Source: an optimization exercise on an open RTL-to-GDS flow (aim: small area). Production flows keep margins and buffers that such runs may drop.
Function was checked by simulation only, so behaviour that the tests miss may differ from the original.
No driver is modelled on the clock port, so clock power and skew are understated where the tree is cut down; a real chip needs a root buffer or a tree.
Power figures rest on the tool's default switching activity, not on a simulated workload.

==> flow/design.v <==
module sound_main(
	input  wire       clock,
	input  wire       reset,
	input  wire       mode_8chans,
	input  wire       mode_pan4ch,
	input  wire       mode_inv7b,
	input  wire       in_wrtoggle,
	input  wire       in_datnvol,
	input  wire [2:0] in_wraddr,
	input  wire [7:0] in_data,
	output wire       dac_clock,
	output wire       dac_leftright,
	output wire       dac_data
);
	reg [2:0] fifth;
	reg [6:0] sync;
	wire f4 = fifth[2];
	always @(posedge clock)
	if( reset )
		fifth <= 3'd0;
	else if( f4 )
		fifth <= 3'd0;
	else
		fifth <= fifth + 3'd1;
	always @(posedge clock)
	if( reset )
		sync <= 7'd0;
	else if( f4 )
		sync <= sync + 7'd1;
	assign dac_clock     = sync[0];
	assign dac_leftright = sync[6];
	wire [5:0] s   = sync[5:0];
	wire       lrp = ~sync[6];
	wire [1:0] c   = s[3:2];  
	wire [2:0] psi = {s[2]^s[0], s[1], s[0]} + fifth;
	wire ev_vol = (s[5:4]==2'd0) & (
	              (s[3:0]==4'd0  & fifth==3'd1) |
	              (s[3:0]==4'd4  & fifth==3'd4) |
	              (s[3:0]==4'd9  & fifth==3'd2) |
	              (s[3:0]==4'd14 & fifth==3'd0) );
	reg ev_vol_d, ev_dat, ev_first;
	always @(posedge clock)
	begin
		ev_vol_d <= ev_vol;
		ev_dat   <= ev_vol_d;
		ev_first <= ev_dat;
	end
	wire active = (s < 6'd18);           
	wire clr0   = (s[5:2] == 4'd0);      
	wire load_int = f4 & (&s);
	reg        p1;
	reg        pend;
	reg [47:0] rv;  
	reg [63:0] rd;  
	wire       wreq = in_wrtoggle ^ p1;
	wire       at7  = ((in_wraddr ^ psi) == 3'd7);  
	wire       land = (wreq | pend) & at7;
	always @(posedge clock)
	begin
		p1   <= in_wrtoggle;
		pend <= ~reset & (wreq | pend) & ~at7;
	end
	wire [5:0] ins_v = (land & ~in_datnvol) ? in_data[5:0] : rv[47:42];
	wire [7:0] ins_d = (land &  in_datnvol) ? in_data      : rd[63:56];
	always @(posedge clock)
	begin
		rv <= { rv[41:0], ins_v };
		rd <= { rd[55:0], ins_d };
	end
	wire       hv = c[1] & (mode_8chans | mode_pan4ch);
	wire [1:0] qv = {hv, 1'b0} + {1'b0, lrp} - {1'b0, c[1]};
	wire [1:0] qd = mode_8chans ? ( {1'b0, c[1]} + {1'b0, lrp} + 2'd1 ) :
	                mode_pan4ch ? 2'd1 :
	                              ( {1'b0, lrp} - {1'b0, c[1]} + 2'd1 );
	reg [5:0] vol_rd;
	reg [7:0] dat_rd;
	always @*
	begin
		case( qv )
		2'd0: vol_rd = rv[11:6];
		2'd1: vol_rd = rv[23:18];
		2'd2: vol_rd = rv[35:30];
		default: vol_rd = rv[47:42];
		endcase
		case( qd )
		2'd0: dat_rd = rd[15:8];
		2'd1: dat_rd = rd[31:24];
		2'd2: dat_rd = rd[47:40];
		default: dat_rd = rd[63:56];
		endcase
	end
	wire [2:0] av = { hv, lrp, c[0] };
	wire [2:0] ad = mode_8chans ? { c[1], lrp, c[0] } :
	                mode_pan4ch ? { 1'b0, c[1], c[0] } :
	                              { 1'b0, lrp, c[0] };
	wire fwd_v = pend & ~in_datnvol & (in_wraddr == av);
	wire fwd_d = pend &  in_datnvol & (in_wraddr == ad);
	reg  [5:0] vol;
	reg  [7:0] sh;
	reg  [6:0] sr;
	reg [22:0] ring;
	reg [15:0] word;
	always @(posedge clock)
	if( ev_vol )
		vol <= fwd_v ? in_data[5:0] : vol_rd;
	wire       od  = ring[0] & ~clr0;
	wire [5:0] add = (sh[0] & active) ? vol : 6'd0;
	wire [6:0] su  = sr[6:1] + add + {6'd0, od};
	wire sgn = sh[7] ^ (ev_first & ~mode_inv7b);
	always @(posedge clock)
	begin
		sr <= (ev_dat | ~active) ? 7'd0 : su;
		if( ev_dat )
			sh <= fwd_d ? in_data : dat_rd;
		else
			sh <= { sgn, sgn, sh[6:1] };
	end
	always @(posedge clock)
		ring <= { su[0], ring[22:1] };
	integer m;
	always @(posedge clock)
	if( load_int )
		for( m=0; m<16; m=m+1 )
			word[m] <= ring[7 + ((16-m)%16)];
	wire [4:0] j = sync[5:1];
	assign dac_data = ( (j != 5'd0) && (j <= 5'd16) ) ? word[j[3:0]] : 1'b0;
endmodule
Settings: LEC_CHECK=0, CAP_MARGIN=20, CORE_MARGIN=2, CORE_UTILIZATION=80, SLEW_MARGIN=20; clock period 5.0 ns.
standard.sh (not shown) runs the stock make flow with config.mk's settings and CLKGATE_MAP_FILE= SYNTH_SCRIPT=/design/flow/synth_recipe.tcl, a recipe that flattens the netlist after the stock synthesis.
==> flow/flow/run.sh <==
#!/bin/bash
# Standard ORFS layout (standard.sh) with four changes:
#  - after the floorplan, the combinational logic is re-mapped for area
#    (flow/resynth.tcl); the registers are the standard synthesis's
#  - port buffers use the smallest buffer cell, buf_1
#  - after placement, combinational cells go back to their smallest size
#    where that keeps slew and capacitance within limits (flow/downsize.tcl)
#  - the clock tree is built by flow/cts.tcl instead of TritonCTS: the clock
#    port drives one root clock buffer, which drives one leaf clock buffer per
#    k-means cluster of registers. The configurations below are tried from the
#    smallest up; the first whose worst register clock-pin slew (placement
#    estimate) is at most 120 ps is kept.
# Synthesis, floorplan, placement, routing and finishing are standard.sh's.
set -euo pipefail
export BUFFER_PORTS_ARGS="-buffer_cell sky130_fd_sc_hd__buf_1"
bash standard.sh floorplan > flow_floorplan.log 2>&1
openroad -no_init -exit flow/resynth.tcl > flow_resynth.log 2>&1
bash standard.sh place > flow_place.log 2>&1
ok=0
n=0
for cfg in \
  "10 sky130_fd_sc_hd__clkbuf_8 sky130_fd_sc_hd__clkbuf_4 sky130_fd_sc_hd__clkbuf_4 10" \
  "11 sky130_fd_sc_hd__clkbuf_8 sky130_fd_sc_hd__clkbuf_4 sky130_fd_sc_hd__clkbuf_4 10" \
  "12 sky130_fd_sc_hd__clkbuf_8 sky130_fd_sc_hd__clkbuf_4 sky130_fd_sc_hd__clkbuf_4 10" \
  "12 sky130_fd_sc_hd__clkbuf_8 sky130_fd_sc_hd__clkbuf_4 none 0" \
  "13 sky130_fd_sc_hd__clkbuf_8 sky130_fd_sc_hd__clkbuf_8 none 0" \
  "14 sky130_fd_sc_hd__clkbuf_8 sky130_fd_sc_hd__clkbuf_16 none 0" \
  "16 sky130_fd_sc_hd__clkbuf_8 sky130_fd_sc_hd__clkbuf_16 none 0" \
  "20 sky130_fd_sc_hd__clkbuf_8 sky130_fd_sc_hd__clkbuf_16 none 0" ; do
  n=$((n+1))
  if MYCTS_CFG="$cfg" MYCTS_MAX_SLEW=0.12 openroad -no_init -exit flow/cts.tcl > flow_cts_$n.log 2>&1; then
    ok=1
    break
  fi
done
if [ $ok = 0 ]; then
  # fall back to the standard clock tree
  export CTS_ARGS="-sink_clustering_enable -repair_clock_nets -dont_use_dummy_load -buf_list sky130_fd_sc_hd__clkbuf_8"
fi
bash standard.sh finish > flow_finish.log 2>&1
==> flow/flow/cts.tcl <==
# Downsizing and clock tree for the placed design (configuration in MYCTS_CFG: leaves, leaf
# buffer, root buffer, small-leaf buffer or none, largest cluster given the
# small buffer). Writes the CTS step's results only when the worst register
# clock-pin slew is at most MYCTS_MAX_SLEW (ns); exits with 3 otherwise.
set R orfs/results/sky130hd/sound_main/base
read_liberty $::env(FLOW_HOME)/platforms/sky130hd/lib/sky130_fd_sc_hd__tt_025C_1v80.lib
read_db $R/3_place.odb
read_sdc $R/3_place.sdc
source $::env(FLOW_HOME)/platforms/sky130hd/setRC.tcl
source flow/mycts.tcl
source flow/downsize.tcl

# Area recovery: each combinational cell that synthesis or placement sized up
# goes back to its family's smallest cell; repair_design then fixes any slew
# or capacitance violation this makes.
estimate_parasitics -placement
puts "cell area before downsizing: [area]"
downsize_all
estimate_parasitics -placement
repair_design -slew_margin 20 -cap_margin 20
puts "cell area after downsizing: [area]"
lassign $::env(MYCTS_CFG) nleaf leaf root small smax
if {$small eq "none"} { set small "" }
mycts_build $nleaf $leaf $root $small $smax
set_propagated_clock [all_clocks]
estimate_parasitics -placement
detailed_placement
check_placement -verbose
estimate_parasitics -placement
report_clock_skew
report_worst_slack -min
report_worst_slack -max
set worst 0
foreach pin [get_pins -hierarchical */CLK] { set s [get_property $pin slew_max]; if {$s > $worst} {set worst $s} }
puts "worst register clock pin slew: $worst"
if {$worst > $::env(MYCTS_MAX_SLEW)} {
  puts "slew above the limit: configuration refused"
  exit 3
}
write_db $R/4_1_cts.odb
write_sdc -no_timestamp $R/4_cts.sdc
==> flow/flow/mycts.tcl <==
# Manual clock tree: the clock port drives NLEAF clock buffers, each driving
# the registers of one k-means cluster of register positions.
proc mycts_build { nleaf master_name {root_name ""} {small_name ""} {small_max 0} } {
  set block [ord::get_db_block]
  set db [ord::get_db]
  set master [$db findMaster $master_name]
  set clknet [$block findNet clock]
  set sinks {}
  foreach it [$clknet getITerms] {
    set inst [$it getInst]
    set bb [$inst getBBox]
    set x [expr {([$bb xMin] + [$bb xMax]) / 2.0}]
    set y [expr {([$bb yMin] + [$bb yMax]) / 2.0}]
    lappend sinks [list $it $x $y]
  }
  set n [llength $sinks]
  # k-means, initial centres spread along the sorted x+y order
  set sorted [lsort -real -index 1 $sinks]
  set cx {}; set cy {}
  for {set k 0} {$k < $nleaf} {incr k} {
    set s [lindex $sorted [expr {int(($k + 0.5) * $n / $nleaf)}]]
    lappend cx [lindex $s 1]; lappend cy [lindex $s 2]
  }
  # grid-ish init: split by x then y for nleaf=4
  if {$nleaf == 4} {
    set xs [lsort -real [lmap s $sinks {lindex $s 1}]]
    set ys [lsort -real [lmap s $sinks {lindex $s 2}]]
    set x1 [lindex $xs [expr {$n/4}]]; set x3 [lindex $xs [expr {3*$n/4}]]
    set y1 [lindex $ys [expr {$n/4}]]; set y3 [lindex $ys [expr {3*$n/4}]]
    set cx [list $x1 $x3 $x1 $x3]; set cy [list $y1 $y1 $y3 $y3]
  }
  for {set iter 0} {$iter < 50} {incr iter} {
    set assign {}
    foreach s $sinks {
      set best 0; set bd 1e30
      for {set k 0} {$k < $nleaf} {incr k} {
        set d [expr {abs([lindex $s 1]-[lindex $cx $k]) + abs([lindex $s 2]-[lindex $cy $k])}]
        if {$d < $bd} {set bd $d; set best $k}
      }
      lappend assign $best
    }
    # balance: cap cluster size
    set ncx {}; set ncy {}
    for {set k 0} {$k < $nleaf} {incr k} {
      set sx 0; set sy 0; set c 0
      foreach s $sinks a $assign { if {$a == $k} { set sx [expr {$sx + [lindex $s 1]}]; set sy [expr {$sy + [lindex $s 2]}]; incr c } }
      if {$c > 0} { lappend ncx [expr {$sx/$c}]; lappend ncy [expr {$sy/$c}] } else { lappend ncx [lindex $cx $k]; lappend ncy [lindex $cy $k] }
    }
    set cx $ncx; set cy $ncy
  }
  set drv $clknet
  if {$root_name ne ""} {
    set rm [$db findMaster $root_name]
    set rinst [odb::dbInst_create $block $rm "mycts_root"]
    set sx 0; set sy 0
    for {set k 0} {$k < $nleaf} {incr k} { set sx [expr {$sx + [lindex $cx $k]}]; set sy [expr {$sy + [lindex $cy $k]}] }
    $rinst setLocation [expr {int($sx/$nleaf - [$rm getWidth]/2)}] [expr {int($sy/$nleaf - [$rm getHeight]/2)}]
    $rinst setPlacementStatus PLACED
    set drv [odb::dbNet_create $block "clknet_mycts_root"]
    $drv setSigType CLOCK
    [$rinst findITerm A] connect $clknet
    [$rinst findITerm X] connect $drv
  }
  for {set k 0} {$k < $nleaf} {incr k} {
    set cnt 0
    foreach a $assign { if {$a == $k} { incr cnt } }
    set master [$db findMaster $master_name]
    if {$small_name ne "" && $cnt <= $small_max} { set master [$db findMaster $small_name] }
    set inst [odb::dbInst_create $block $master "mycts_leaf_$k"]
    set w [$master getWidth]; set h [$master getHeight]
    $inst setLocation [expr {int([lindex $cx $k] - $w/2)}] [expr {int([lindex $cy $k] - $h/2)}]
    $inst setPlacementStatus PLACED
    set net [odb::dbNet_create $block "clknet_mycts_$k"]
    $net setSigType CLOCK
    [$inst findITerm A] connect $drv
    [$inst findITerm X] connect $net
    set c 0
    foreach s $sinks a $assign {
      if {$a == $k} { set it [lindex $s 0]; $it disconnect; $it connect $net; incr c }
    }
    puts "MYCTS leaf $k at [lindex $cx $k] [lindex $cy $k]: $c sinks"
  }
  $clknet setSigType CLOCK
}
Other scripts of this flow, unchanged in this note and not shown: flow/flow/downsize.tcl, flow/flow/filter_lib.py, flow/flow/hafix.tcl, flow/flow/resynth.tcl
The baseline produced a clean layout.
Change:
--- a/flow/flow/run.sh
+++ b/flow/flow/run.sh
@@ -11,3 +11,3 @@
 #    smallest up; the first whose worst register clock-pin slew (placement
-#    estimate) is at most 120 ps is kept.
+#    estimate) is at most 115 ps is kept.
 # Synthesis, floorplan, placement, routing and finishing are standard.sh's.
@@ -21,4 +21,2 @@
 for cfg in \
-  "10 sky130_fd_sc_hd__clkbuf_8 sky130_fd_sc_hd__clkbuf_4 sky130_fd_sc_hd__clkbuf_4 10" \
-  "11 sky130_fd_sc_hd__clkbuf_8 sky130_fd_sc_hd__clkbuf_4 sky130_fd_sc_hd__clkbuf_4 10" \
   "12 sky130_fd_sc_hd__clkbuf_8 sky130_fd_sc_hd__clkbuf_4 sky130_fd_sc_hd__clkbuf_4 10" \
@@ -30,3 +28,3 @@
   n=$((n+1))
-  if MYCTS_CFG="$cfg" MYCTS_MAX_SLEW=0.12 openroad -no_init -exit flow/cts.tcl > flow_cts_$n.log 2>&1; then
+  if MYCTS_CFG="$cfg" MYCTS_MAX_SLEW=0.115 openroad -no_init -exit flow/cts.tcl > flow_cts_$n.log 2>&1; then
     ok=1
- CORE_UTILIZATION: 80 -> 60
Cell count rises by a few percent.
Total power came out higher slightly.
Register-to-register slack improved by 450 ps.
Via count went down by a few percent.
Critical path depth came out lower by 3.
Global-route usage shrinks by 6.3 points.
Die area came out higher by a quarter to a third.
Change:
--- a/flow/flow/run.sh
+++ b/flow/flow/run.sh
@@ -11,3 +11,3 @@
 #    smallest up; the first whose worst register clock-pin slew (placement
-#    estimate) is at most 115 ps is kept.
+#    estimate) is at most 120 ps is kept.
 # Synthesis, floorplan, placement, routing and finishing are standard.sh's.
@@ -21,2 +21,4 @@
 for cfg in \
+  "10 sky130_fd_sc_hd__clkbuf_8 sky130_fd_sc_hd__clkbuf_4 sky130_fd_sc_hd__clkbuf_4 10" \
+  "11 sky130_fd_sc_hd__clkbuf_8 sky130_fd_sc_hd__clkbuf_4 sky130_fd_sc_hd__clkbuf_4 10" \
   "12 sky130_fd_sc_hd__clkbuf_8 sky130_fd_sc_hd__clkbuf_4 sky130_fd_sc_hd__clkbuf_4 10" \
@@ -28,3 +30,3 @@
   n=$((n+1))
-  if MYCTS_CFG="$cfg" MYCTS_MAX_SLEW=0.115 openroad -no_init -exit flow/cts.tcl > flow_cts_$n.log 2>&1; then
+  if MYCTS_CFG="$cfg" MYCTS_MAX_SLEW=0.12 openroad -no_init -exit flow/cts.tcl > flow_cts_$n.log 2>&1; then
     ok=1
- CORE_UTILIZATION: 60 -> 88
- PLACE_DENSITY: not set -> 0.92
What happened: Sequential share of layout area went up by 0.75 points; global-route usage came out higher by 20 points; total power went up by 3.0%; cell area came out lower by 1.1%; sequential cell count is unchanged; critical path depth does not change; wire length grows by 44%; cell count is lower by 8.8%; fmax shrinks by 4.7%; synthesized area is unchanged.
Change:
--- a/flow/flow/run.sh
+++ b/flow/flow/run.sh
@@ -9,5 +9,6 @@
 #    port drives one root clock buffer, which drives one leaf clock buffer per
-#    k-means cluster of registers. The configurations below are tried from the
+#    k-means cluster of registers (clusters of at most
+#    ceil(registers/leaves)+1). The configurations below are tried from the
 #    smallest up; the first whose worst register clock-pin slew (placement
-#    estimate) is at most 120 ps is kept.
+#    estimate) is at most 112 ps is kept (routing adds up to ~10 ps).
 # Synthesis, floorplan, placement, routing and finishing are standard.sh's.
@@ -21,12 +22,11 @@
 for cfg in \
-  "10 sky130_fd_sc_hd__clkbuf_8 sky130_fd_sc_hd__clkbuf_4 sky130_fd_sc_hd__clkbuf_4 10" \
-  "11 sky130_fd_sc_hd__clkbuf_8 sky130_fd_sc_hd__clkbuf_4 sky130_fd_sc_hd__clkbuf_4 10" \
-  "12 sky130_fd_sc_hd__clkbuf_8 sky130_fd_sc_hd__clkbuf_4 sky130_fd_sc_hd__clkbuf_4 10" \
-  "12 sky130_fd_sc_hd__clkbuf_8 sky130_fd_sc_hd__clkbuf_4 none 0" \
-  "13 sky130_fd_sc_hd__clkbuf_8 sky130_fd_sc_hd__clkbuf_8 none 0" \
+  "9 sky130_fd_sc_hd__clkbuf_8 sky130_fd_sc_hd__clkbuf_4 none 0" \
+  "10 sky130_fd_sc_hd__clkbuf_8 sky130_fd_sc_hd__clkbuf_4 none 0" \
+  "11 sky130_fd_sc_hd__clkbuf_8 sky130_fd_sc_hd__clkbuf_4 none 0" \
+  "12 sky130_fd_sc_hd__clkbuf_8 sky130_fd_sc_hd__clkbuf_8 none 0" \
   "14 sky130_fd_sc_hd__clkbuf_8 sky130_fd_sc_hd__clkbuf_16 none 0" \
   "16 sky130_fd_sc_hd__clkbuf_8 sky130_fd_sc_hd__clkbuf_16 none 0" \
-  "20 sky130_fd_sc_hd__clkbuf_8 sky130_fd_sc_hd__clkbuf_16 none 0" ; do
+  "20 sky130_fd_sc_hd__clkbuf_8 sky130_fd_sc_hd__clkbuf_16 none 0"; do
   n=$((n+1))
-  if MYCTS_CFG="$cfg" MYCTS_MAX_SLEW=0.12 openroad -no_init -exit flow/cts.tcl > flow_cts_$n.log 2>&1; then
+  if MYCTS_CFG="$cfg" MYCTS_MAX_SLEW=0.112 openroad -no_init -exit flow/cts.tcl > flow_cts_$n.log 2>&1; then
     ok=1
--- a/flow/flow/mycts.tcl
+++ b/flow/flow/mycts.tcl
@@ -31,13 +31,24 @@
   }
-  for {set iter 0} {$iter < 50} {incr iter} {
-    set assign {}
+  # k-means with a cap on the cluster size (greedy nearest-first assignment)
+  set cap [expr {int(ceil(double($n) / $nleaf)) + 1}]
+  for {set iter 0} {$iter < 30} {incr iter} {
+    set pairs {}
+    set idx 0
     foreach s $sinks {
-      set best 0; set bd 1e30
       for {set k 0} {$k < $nleaf} {incr k} {
         set d [expr {abs([lindex $s 1]-[lindex $cx $k]) + abs([lindex $s 2]-[lindex $cy $k])}]
-        if {$d < $bd} {set bd $d; set best $k}
+        lappend pairs [list $d $idx $k]
       }
-      lappend assign $best
+      incr idx
     }
-    # balance: cap cluster size
+    set pairs [lsort -real -index 0 $pairs]
+    set assign [lrepeat $n -1]
+    set size [lrepeat $nleaf 0]
+    foreach p $pairs {
+      lassign $p d i k
+      if {[lindex $assign $i] >= 0} continue
+      if {[lindex $size $k] >= $cap} continue
+      lset assign $i $k
+      lset size $k [expr {[lindex $size $k] + 1}]
+    }
     set ncx {}; set ncy {}
- CORE_UTILIZATION: 88 -> 80
- PLACE_DENSITY: 0.92 -> not set
Sequential share of layout area is higher by 0.24 points.
Design area drops by about 0.35%.
Total power falls by about 5.5%.
Critical path depth stays the same.
Global-route usage goes down by 14 points.
Synthesized area does not change.
Maximum frequency came out higher by about 2.6%.
First-iteration DRC count fell by 54%.
Wire length shrinks by 29%.
Change:
--- a/flow/flow/run.sh
+++ b/flow/flow/run.sh
@@ -9,6 +9,5 @@
 #    port drives one root clock buffer, which drives one leaf clock buffer per
-#    k-means cluster of registers (clusters of at most
-#    ceil(registers/leaves)+1). The configurations below are tried from the
+#    k-means cluster of registers. The configurations below are tried from the
 #    smallest up; the first whose worst register clock-pin slew (placement
-#    estimate) is at most 112 ps is kept (routing adds up to ~10 ps).
+#    estimate) is at most 115 ps is kept.
 # Synthesis, floorplan, placement, routing and finishing are standard.sh's.
@@ -22,11 +21,12 @@
 for cfg in \
-  "9 sky130_fd_sc_hd__clkbuf_8 sky130_fd_sc_hd__clkbuf_4 none 0" \
-  "10 sky130_fd_sc_hd__clkbuf_8 sky130_fd_sc_hd__clkbuf_4 none 0" \
-  "11 sky130_fd_sc_hd__clkbuf_8 sky130_fd_sc_hd__clkbuf_4 none 0" \
-  "12 sky130_fd_sc_hd__clkbuf_8 sky130_fd_sc_hd__clkbuf_8 none 0" \
+  "10 sky130_fd_sc_hd__clkbuf_8 sky130_fd_sc_hd__clkbuf_4 sky130_fd_sc_hd__clkbuf_4 10" \
+  "11 sky130_fd_sc_hd__clkbuf_8 sky130_fd_sc_hd__clkbuf_4 sky130_fd_sc_hd__clkbuf_4 10" \
+  "12 sky130_fd_sc_hd__clkbuf_8 sky130_fd_sc_hd__clkbuf_4 sky130_fd_sc_hd__clkbuf_4 10" \
+  "12 sky130_fd_sc_hd__clkbuf_8 sky130_fd_sc_hd__clkbuf_4 none 0" \
+  "13 sky130_fd_sc_hd__clkbuf_8 sky130_fd_sc_hd__clkbuf_8 none 0" \
   "14 sky130_fd_sc_hd__clkbuf_8 sky130_fd_sc_hd__clkbuf_16 none 0" \
   "16 sky130_fd_sc_hd__clkbuf_8 sky130_fd_sc_hd__clkbuf_16 none 0" \
-  "20 sky130_fd_sc_hd__clkbuf_8 sky130_fd_sc_hd__clkbuf_16 none 0"; do
+  "20 sky130_fd_sc_hd__clkbuf_8 sky130_fd_sc_hd__clkbuf_16 none 0" ; do
   n=$((n+1))
-  if MYCTS_CFG="$cfg" MYCTS_MAX_SLEW=0.112 openroad -no_init -exit flow/cts.tcl > flow_cts_$n.log 2>&1; then
+  if MYCTS_CFG="$cfg" MYCTS_MAX_SLEW=0.115 openroad -no_init -exit flow/cts.tcl > flow_cts_$n.log 2>&1; then
     ok=1
--- a/flow/flow/mycts.tcl
+++ b/flow/flow/mycts.tcl
@@ -31,24 +31,13 @@
   }
-  # k-means with a cap on the cluster size (greedy nearest-first assignment)
-  set cap [expr {int(ceil(double($n) / $nleaf)) + 1}]
-  for {set iter 0} {$iter < 30} {incr iter} {
-    set pairs {}
-    set idx 0
+  for {set iter 0} {$iter < 50} {incr iter} {
+    set assign {}
     foreach s $sinks {
+      set best 0; set bd 1e30
       for {set k 0} {$k < $nleaf} {incr k} {
         set d [expr {abs([lindex $s 1]-[lindex $cx $k]) + abs([lindex $s 2]-[lindex $cy $k])}]
-        lappend pairs [list $d $idx $k]
+        if {$d < $bd} {set bd $d; set best $k}
       }
-      incr idx
+      lappend assign $best
     }
-    set pairs [lsort -real -index 0 $pairs]
-    set assign [lrepeat $n -1]
-    set size [lrepeat $nleaf 0]
-    foreach p $pairs {
-      lassign $p d i k
-      if {[lindex $assign $i] >= 0} continue
-      if {[lindex $size $k] >= $cap} continue
-      lset assign $i $k
-      lset size $k [expr {[lindex $size $k] + 1}]
-    }
+    # balance: cap cluster size
     set ncx {}; set ncy {}
- CORE_UTILIZATION: 80 -> 70
Effect: Final area rose by about 0.54%; core utilization fell by 9.5 points; total power rose by about 0.9%; combinational power fell by about 3%; die area rose by 14%; maximum frequency rose by about 0.7%; clock power rose by 5.4%.
Change:
--- a/flow/flow/run.sh
+++ b/flow/flow/run.sh
@@ -9,5 +9,6 @@
 #    port drives one root clock buffer, which drives one leaf clock buffer per
-#    k-means cluster of registers. The configurations below are tried from the
+#    k-means cluster of registers (clusters of at most
+#    ceil(registers/leaves)+1). The configurations below are tried from the
 #    smallest up; the first whose worst register clock-pin slew (placement
-#    estimate) is at most 115 ps is kept.
+#    estimate) is at most 120 ps is kept.
 # Synthesis, floorplan, placement, routing and finishing are standard.sh's.
@@ -21,12 +22,11 @@
 for cfg in \
-  "10 sky130_fd_sc_hd__clkbuf_8 sky130_fd_sc_hd__clkbuf_4 sky130_fd_sc_hd__clkbuf_4 10" \
-  "11 sky130_fd_sc_hd__clkbuf_8 sky130_fd_sc_hd__clkbuf_4 sky130_fd_sc_hd__clkbuf_4 10" \
-  "12 sky130_fd_sc_hd__clkbuf_8 sky130_fd_sc_hd__clkbuf_4 sky130_fd_sc_hd__clkbuf_4 10" \
-  "12 sky130_fd_sc_hd__clkbuf_8 sky130_fd_sc_hd__clkbuf_4 none 0" \
-  "13 sky130_fd_sc_hd__clkbuf_8 sky130_fd_sc_hd__clkbuf_8 none 0" \
+  "9 sky130_fd_sc_hd__clkbuf_8 sky130_fd_sc_hd__clkbuf_4 none 0" \
+  "10 sky130_fd_sc_hd__clkbuf_8 sky130_fd_sc_hd__clkbuf_4 none 0" \
+  "11 sky130_fd_sc_hd__clkbuf_8 sky130_fd_sc_hd__clkbuf_4 none 0" \
+  "12 sky130_fd_sc_hd__clkbuf_8 sky130_fd_sc_hd__clkbuf_8 none 0" \
   "14 sky130_fd_sc_hd__clkbuf_8 sky130_fd_sc_hd__clkbuf_16 none 0" \
   "16 sky130_fd_sc_hd__clkbuf_8 sky130_fd_sc_hd__clkbuf_16 none 0" \
-  "20 sky130_fd_sc_hd__clkbuf_8 sky130_fd_sc_hd__clkbuf_16 none 0" ; do
+  "20 sky130_fd_sc_hd__clkbuf_8 sky130_fd_sc_hd__clkbuf_16 none 0"; do
   n=$((n+1))
-  if MYCTS_CFG="$cfg" MYCTS_MAX_SLEW=0.115 openroad -no_init -exit flow/cts.tcl > flow_cts_$n.log 2>&1; then
+  if MYCTS_CFG="$cfg" MYCTS_MAX_SLEW=0.12 openroad -no_init -exit flow/cts.tcl > flow_cts_$n.log 2>&1; then
     ok=1
--- a/flow/flow/mycts.tcl
+++ b/flow/flow/mycts.tcl
@@ -31,13 +31,24 @@
   }
-  for {set iter 0} {$iter < 50} {incr iter} {
-    set assign {}
+  # k-means with a cap on the cluster size (greedy nearest-first assignment)
+  set cap [expr {int(ceil(double($n) / $nleaf)) + 1}]
+  for {set iter 0} {$iter < 30} {incr iter} {
+    set pairs {}
+    set idx 0
     foreach s $sinks {
-      set best 0; set bd 1e30
       for {set k 0} {$k < $nleaf} {incr k} {
         set d [expr {abs([lindex $s 1]-[lindex $cx $k]) + abs([lindex $s 2]-[lindex $cy $k])}]
-        if {$d < $bd} {set bd $d; set best $k}
+        lappend pairs [list $d $idx $k]
       }
-      lappend assign $best
+      incr idx
     }
-    # balance: cap cluster size
+    set pairs [lsort -real -index 0 $pairs]
+    set assign [lrepeat $n -1]
+    set size [lrepeat $nleaf 0]
+    foreach p $pairs {
+      lassign $p d i k
+      if {[lindex $assign $i] >= 0} continue
+      if {[lindex $size $k] >= $cap} continue
+      lset assign $i $k
+      lset size $k [expr {[lindex $size $k] + 1}]
+    }
     set ncx {}; set ncy {}
- CORE_UTILIZATION: 70 -> 80
Cell area went down slightly.
Final cell count goes down slightly.
Sequential share of layout area grows by 0.59 points.
In every run of this note, the design's own scripts or RTL, not TritonCTS, make the clock network.

separate check: timing with driven ports:
In the flow no input, the clock included, has a driving cell. The finished layouts below were timed again as built, in two steps. Step 1 (the two cells are an assumption about what drives the block):
set clk [get_ports {clock}]
set_driving_cell -lib_cell sky130_fd_sc_hd__clkbuf_16 $clk
set_driving_cell -lib_cell sky130_fd_sc_hd__buf_2 [delete_from_list [all_inputs] $clk]
Step 2 also shifts input and output timing later by t, the mid clock arrival at the registers, as if the neighbouring blocks saw the same clock. a / b / c = ideal ports / drivers / drivers and shift; a / b = the first two.
run | t (ns) | slack for setup (ns) | clock arrival spread, ns | worst slew at a driven data input, ns
the first run | 0.571 | 0.866 / 0.866 / 0.824 | 0.026 / 0.026 | 0.04
the second run | 0.475 | 1.212 / 1.177 / 1.322 | 0.028 / 0.028 | 0.05
the third run | 0.469 | 1.023 / 0.990 / 0.936 | 0.043 / 0.043 | 0.04
the fourth run | 0.550 | 1.126 / 1.095 / 1.332 | 0.011 / 0.010 | 0.04
the fifth run | 0.554 | 1.153 / 1.123 / 1.545 | 0.029 / 0.029 | 0.05
the sixth run | 0.536 | 1.122 / 1.092 / 1.302 | 0.028 / 0.027 | 0.04
After both steps setup and hold are still met in every run listed. For the third run, which loses most, drivers alone change the setup slack by -0.033 ns; drivers and shift together by -0.087 ns.
